Background: an optimization exercise with open tools, aiming at small area and a short achievable clock period. Do not read the settings as production practice. RTL that was checked went through simulation tests only; none was proved equivalent to the original.

v6:
// ALU_TOP
module ALU_TOP # (
	parameter A_WIDTH_TOP = 16,
	parameter B_WIDTH_TOP = 16,
	parameter OUT_WIDTH_TOP = A_WIDTH_TOP + B_WIDTH_TOP)
(	input  wire signed [A_WIDTH_TOP-1 : 0]   A,
	input  wire signed [B_WIDTH_TOP-1 : 0]   B,
	input  wire                              clk, rst,
	input  wire        [3 : 0]               ALU_FUN,
	output wire        [OUT_WIDTH_TOP-1 : 0] ARITHMETIC_OUT,
	output wire        [OUT_WIDTH_TOP-1 : 0] Logic_OUT,
	output wire        [OUT_WIDTH_TOP-1 : 0] CMP_OUT,
	output wire        [OUT_WIDTH_TOP-1 : 0] SHIFT_OUT,
	output wire                              Carry_OUT,
	output wire                              ARITHMETIC_Flag,
	output wire                              Logic_Flag,
	output wire                              CMP_Flag,
	output wire                              SHIFT_Flag
);
Settings: LEC_CHECK=0, CAP_MARGIN=20, CORE_MARGIN=2, CORE_UTILIZATION=40, SLEW_MARGIN=20; clock period 84.0 ns.
run.sh (not shown) runs the stock make flow with config.mk's settings and CLKGATE_MAP_FILE= SYNTH_SCRIPT=/design/flow/synth_recipe.tcl, a recipe that flattens the netlist after the stock synthesis.
Input changes introduced in v7 (baseline for comparison: v6):
diff --git a/flow/config.mk b/flow/config.mk
--- a/flow/config.mk
+++ b/flow/config.mk
@@ -8 +8 @@
-export CAP_MARGIN = 20
+export CAP_MARGIN = 50
@@ -10,2 +10,2 @@
-export CORE_UTILIZATION = 40
-export SLEW_MARGIN = 20
+export CORE_UTILIZATION = 60
+export SLEW_MARGIN = 70
For v7, the uppermost signal routing layer after detailed routing was met5, unlike v6, where it was met4.
Fraction of area in multi-input gates in v7 vs v6: up 1.4 points
Between v6 and v7, count of clock-buffer cells in the layout is higher for v7, v6 comes in under that.
NOTE: number of non-filler instances in the completed layout in v7 falls short of that of v6
Any difference in sequential cell area between v7 and v6 is small enough to ignore.
Cmp v7 vs v6: fraction of area in registers lower in v7
v7 vs. v6: via count picked up an extra about 3.4%, required time reported for the critical path endpoint has increased, routed wire length saw a decrease.
Function was not checked in any run of this note: the RTL went through the layout flow alone.

---

Another version of the RTL of ALU_TOP (not shown whole).
Size: roughly 170 I/O pins, roughly 21000 um^2 of cells after synthesis.
==> flow/config.mk <==
export PLATFORM = sky130hd
export DESIGN_NAME = ALU_TOP
export DESIGN_NICKNAME = ALU_TOP
export VERILOG_FILES = /design/flow/design.v
export SDC_FILE = /design/flow/constraint.sdc
export NUM_CORES = 4
export LEC_CHECK = 0
export ABC_AREA = 1
export CAP_MARGIN = 50
export CORE_MARGIN = 2
export CORE_UTILIZATION = 50
export SLEW_MARGIN = 70
==> flow/constraint.sdc <==
create_clock -name core_clock -period 84.0 [get_ports {clk}]
set_input_delay 16.8000 -clock core_clock [delete_from_list [all_inputs] [get_ports {clk}]]
set_output_delay 16.8000 -clock core_clock [all_outputs]
set_load 0.01 [all_outputs]
standard.sh (not shown) runs the stock make flow with config.mk's settings and CLKGATE_MAP_FILE= SYNTH_SCRIPT=/design/flow/synth_recipe.tcl, a recipe that flattens the netlist after the stock synthesis.
==> flow/flow/run.sh <==
#!/bin/bash
# The standard layout, except that the port buffers are buf_1 cells.
set -euo pipefail
bash standard.sh "BUFFER_PORTS_ARGS=-buffer_cell sky130_fd_sc_hd__buf_1" finish > standard_flow.log 2>&1
Edit:
==> flow/run.sh (new file) <==
#!/bin/bash
# synth_recipe.tcl (not shown) runs the flow's synth.tcl, then flattens the netlist and writes it again
# the make line also repeats each setting of config.mk as NAME=value (left out here)
make -C /OpenROAD-flow-scripts/flow DESIGN_CONFIG=/design/flow/config.mk WORK_HOME=/design/flow/orfs CLKGATE_MAP_FILE= SYNTH_SCRIPT=/design/flow/synth_recipe.tcl finish
removed: flow/flow/run.sh
removed: flow/standard.sh
Effect: Wire length grows slightly; via count shrinks slightly; setup slack degrades by 0.83 ns; sequential share of layout area shrinks by 0.28 points; global-route usage grows by 0.24 points; core utilization grows by 2.0 points.
Edit:
--- a/flow/config.mk
+++ b/flow/config.mk
@@ -8,2 +8 @@
-export ABC_AREA = 1
-export CAP_MARGIN = 50
+export CAP_MARGIN = 70
@@ -12 +11 @@
-export SLEW_MARGIN = 70
+export SLEW_MARGIN = 85
Effect:
- The changed run ran to the end with no violations
- final cell count increases by a little under a tenth
- wire length rose by about a fifth
- core utilization is higher by 21 points
- via count grows by about a fifth
- design area went up by well over a third
- die area came out higher by a few percent
- hold slack is better by 0.019 ns
Edit:
--- a/flow/config.mk
+++ b/flow/config.mk
@@ -8 +8 @@
-export CAP_MARGIN = 70
+export CAP_MARGIN = 50
@@ -11 +11 @@
-export SLEW_MARGIN = 85
+export SLEW_MARGIN = 70
=> The new run ran to the end with no violations; area after synthesis is unchanged; die area is unchanged; fmax came out higher by well over a third; worst setup slack improved by 19 ns; routed wire length fell by roughly a tenth; synthesized cell count stays the same; via count went down by roughly a tenth.
Edit:
--- a/flow/config.mk
+++ b/flow/config.mk
@@ -8 +8,2 @@
-export CAP_MARGIN = 50
+export ABC_AREA = 1
+export CAP_MARGIN = 30
@@ -11 +12 @@
-export SLEW_MARGIN = 70
+export SLEW_MARGIN = 50
Cell area shrinks by a little under a tenth.
Wire length is lower by a few percent.
Global-route usage drops by 0.87 points.
Die area shrinks by a few percent.
Count of clock-buffer cells in the layout is lower by 1.
Sequential share of layout area went up by 0.56 points.
Via count shrinks by a few percent.

---

Setup of JK:
Another version of the RTL of ALU_TOP (not shown whole).
Size in the first run: about 73 flip-flops, about 20000 sq um of cells after synthesis.
## ALU_TOP
module ALU_TOP # (
	parameter A_WIDTH_TOP = 16,
	parameter B_WIDTH_TOP = 16,
	parameter OUT_WIDTH_TOP = A_WIDTH_TOP + B_WIDTH_TOP)
(	input  wire signed [A_WIDTH_TOP-1 : 0]   A,
	input  wire signed [B_WIDTH_TOP-1 : 0]   B,
	input  wire                              clk, rst,
	input  wire        [3 : 0]               ALU_FUN,
	output wire        [OUT_WIDTH_TOP-1 : 0] ARITHMETIC_OUT,
	output wire        [OUT_WIDTH_TOP-1 : 0] Logic_OUT,
	output wire        [OUT_WIDTH_TOP-1 : 0] CMP_OUT,
	output wire        [OUT_WIDTH_TOP-1 : 0] SHIFT_OUT,
	output wire                              Carry_OUT,
	output wire                              ARITHMETIC_Flag,
	output wire                              Logic_Flag,
	output wire                              CMP_Flag,
	output wire                              SHIFT_Flag
);
wire int_Arith_Enable, int_Logic_Enable, int_CMP_Enable, int_Shift_Enable;
wire cmp_eq, cmp_lt;
Decoder_UNIT DEC_U (
	.ALU_FUN_DEC(ALU_FUN),
	.Arith_Enable(int_Arith_Enable),
	.Logic_Enable(int_Logic_Enable),
	.CMP_Enable(int_CMP_Enable),
	.Shift_Enable(int_Shift_Enable)
);
ARITHMETIC_UNIT ARITH_U (
	.A_ARITHMETIC(A),
	.B_ARITHMETIC(B),
	.clk(clk),
	.rst(rst),
	.ALU_FUN(ALU_FUN),
	.ARITHMETIC_Enable(int_Arith_Enable),
	.CMP_EQ(cmp_eq),
	.CMP_LT(cmp_lt),
	.ALU_Carry(Carry_OUT),
	.ARITHMETIC_OUT(ARITHMETIC_OUT),
	.ARITHMETIC_Flag(ARITHMETIC_Flag)
);
LOGIC_UNIT LOG_U (
	.A_logic(A),
	.B_logic(B),
	.clk(clk),
	.rst(rst),
	.FUN(ALU_FUN[1:0]),
	.Logic_Enable(int_Logic_Enable),
	.Logic_OUT(Logic_OUT),
	.Logic_Flag(Logic_Flag)
);
CMP_UNIT CMP_U (
	.eq(cmp_eq),
	.lt(cmp_lt),
	.clk(clk),
	.rst(rst),
	.FUN(ALU_FUN[1:0]),
	.CMP_Enable(int_CMP_Enable),
	.CMP_OUT(CMP_OUT),
	.CMP_Flag(CMP_Flag)
);
SHIFT_UNIT SHIFT_U (
	.A_SHIFT(A),
	.B_SHIFT(B),
	.clk(clk),
	.rst(rst),
	.FUN(ALU_FUN[1:0]),
	.SHIFT_Enable(int_Shift_Enable),
	.SHIFT_OUT(SHIFT_OUT),
	.SHIFT_Flag(SHIFT_Flag)
);
endmodule
==> flow/config.mk <==
export PLATFORM = sky130hd
export DESIGN_NAME = ALU_TOP
export DESIGN_NICKNAME = ALU_TOP
export VERILOG_FILES = /design/flow/design.v
export SDC_FILE = /design/flow/constraint.sdc
export NUM_CORES = 4
export LEC_CHECK = 0
export ABC_AREA = 1
export CAP_MARGIN = 50
export CORE_MARGIN = 2
export CORE_UTILIZATION = 50
export SLEW_MARGIN = 70
==> flow/constraint.sdc <==
create_clock -name core_clock -period 84.0 [get_ports {clk}]
set_input_delay 16.8000 -clock core_clock [delete_from_list [all_inputs] [get_ports {clk}]]
set_output_delay 16.8000 -clock core_clock [all_outputs]
set_load 0.01 [all_outputs]
==> flow/flow/run.sh <==
#!/bin/bash
# The standard layout, except that the port buffers are buf_1 cells.
set -euo pipefail
bash standard.sh "BUFFER_PORTS_ARGS=-buffer_cell sky130_fd_sc_hd__buf_1" finish > standard_flow.log 2>&1
JK: flow completed, timing, DRC and antenna clean
> inputs changed (JK -> MS)
==> flow/run.sh (new file) <==
#!/bin/bash
# synth_recipe.tcl (not shown) runs the flow's synth.tcl, then flattens the netlist and writes it again
# the make line also repeats each setting of config.mk as NAME=value (left out here)
make -C /OpenROAD-flow-scripts/flow DESIGN_CONFIG=/design/flow/config.mk WORK_HOME=/design/flow/orfs CLKGATE_MAP_FILE= SYNTH_SCRIPT=/design/flow/synth_recipe.tcl finish
removed: flow/flow/run.sh
removed: flow/standard.sh
Findings:
- Diff JK -> MS: post-synth design cell area comparable, setup TNS did not really move.
- MS vs JK — pin count of the biggest net entering global routing dropped by more than a quarter
- JK -> MS: wire length of the first global-routing pass increased slightly
- MS vs JK: fraction of layout instances using a drive strength above 1 down in MS

re-timing with driven ports:
In the flow no input, the clock included, has a driving cell. The finished layouts below were timed again as built, in two steps. Step 1 sets driving cells, clkbuf_16 on the clock port and buf_2 on the other inputs (assumed; they add their load-dependent delay and slew). Step 2 times the ports against the registers' clock, not the clock port: input delays grow and output delays shrink by t, the midpoint of the rising clock arrivals with the driver on. Three values: ideal, step 1, step 2; two values: the first two.
run | shift t [ns] | setup WS [ns] | worst setup path after step 2 | slew at the worst register clock pin (ns)
v6 | 0.428 | 39.489 / 39.514 / 39.086 | input to register | 0.10 / 0.10
v7 | 0.397 | 42.907 / 42.928 / 42.531 | input to register | 0.06 / 0.06
the first run of note 2 | 0.410 | 45.435 / 45.464 / 45.054 | input to register | 0.07 / 0.07
the second run of note 2 | 0.405 | 44.606 / 44.637 / 44.232 | input to register | 0.07 / 0.07
the third run of note 2 | 0.398 | 25.983 / 25.993 / 25.595 | input to register | 0.08 / 0.08
the fourth run of note 2 | 0.382 | 44.891 / 44.896 / 44.514 | input to register | 0.07 / 0.07
the fifth run of note 2 | 0.409 | 43.840 / 43.836 / 43.427 | input to register | 0.07 / 0.07
JK | 0.419 | 47.893 / 47.915 / 47.495 | input to register | 0.09 / 0.09
MS | 0.414 | 47.399 / 47.422 / 47.008 | input to register | 0.08 / 0.08
After both steps setup and hold are still met in every run listed. The setup slack of the fifth run of note 2, which loses most, moves by -0.004 ns with the drivers and by -0.413 ns with both steps.
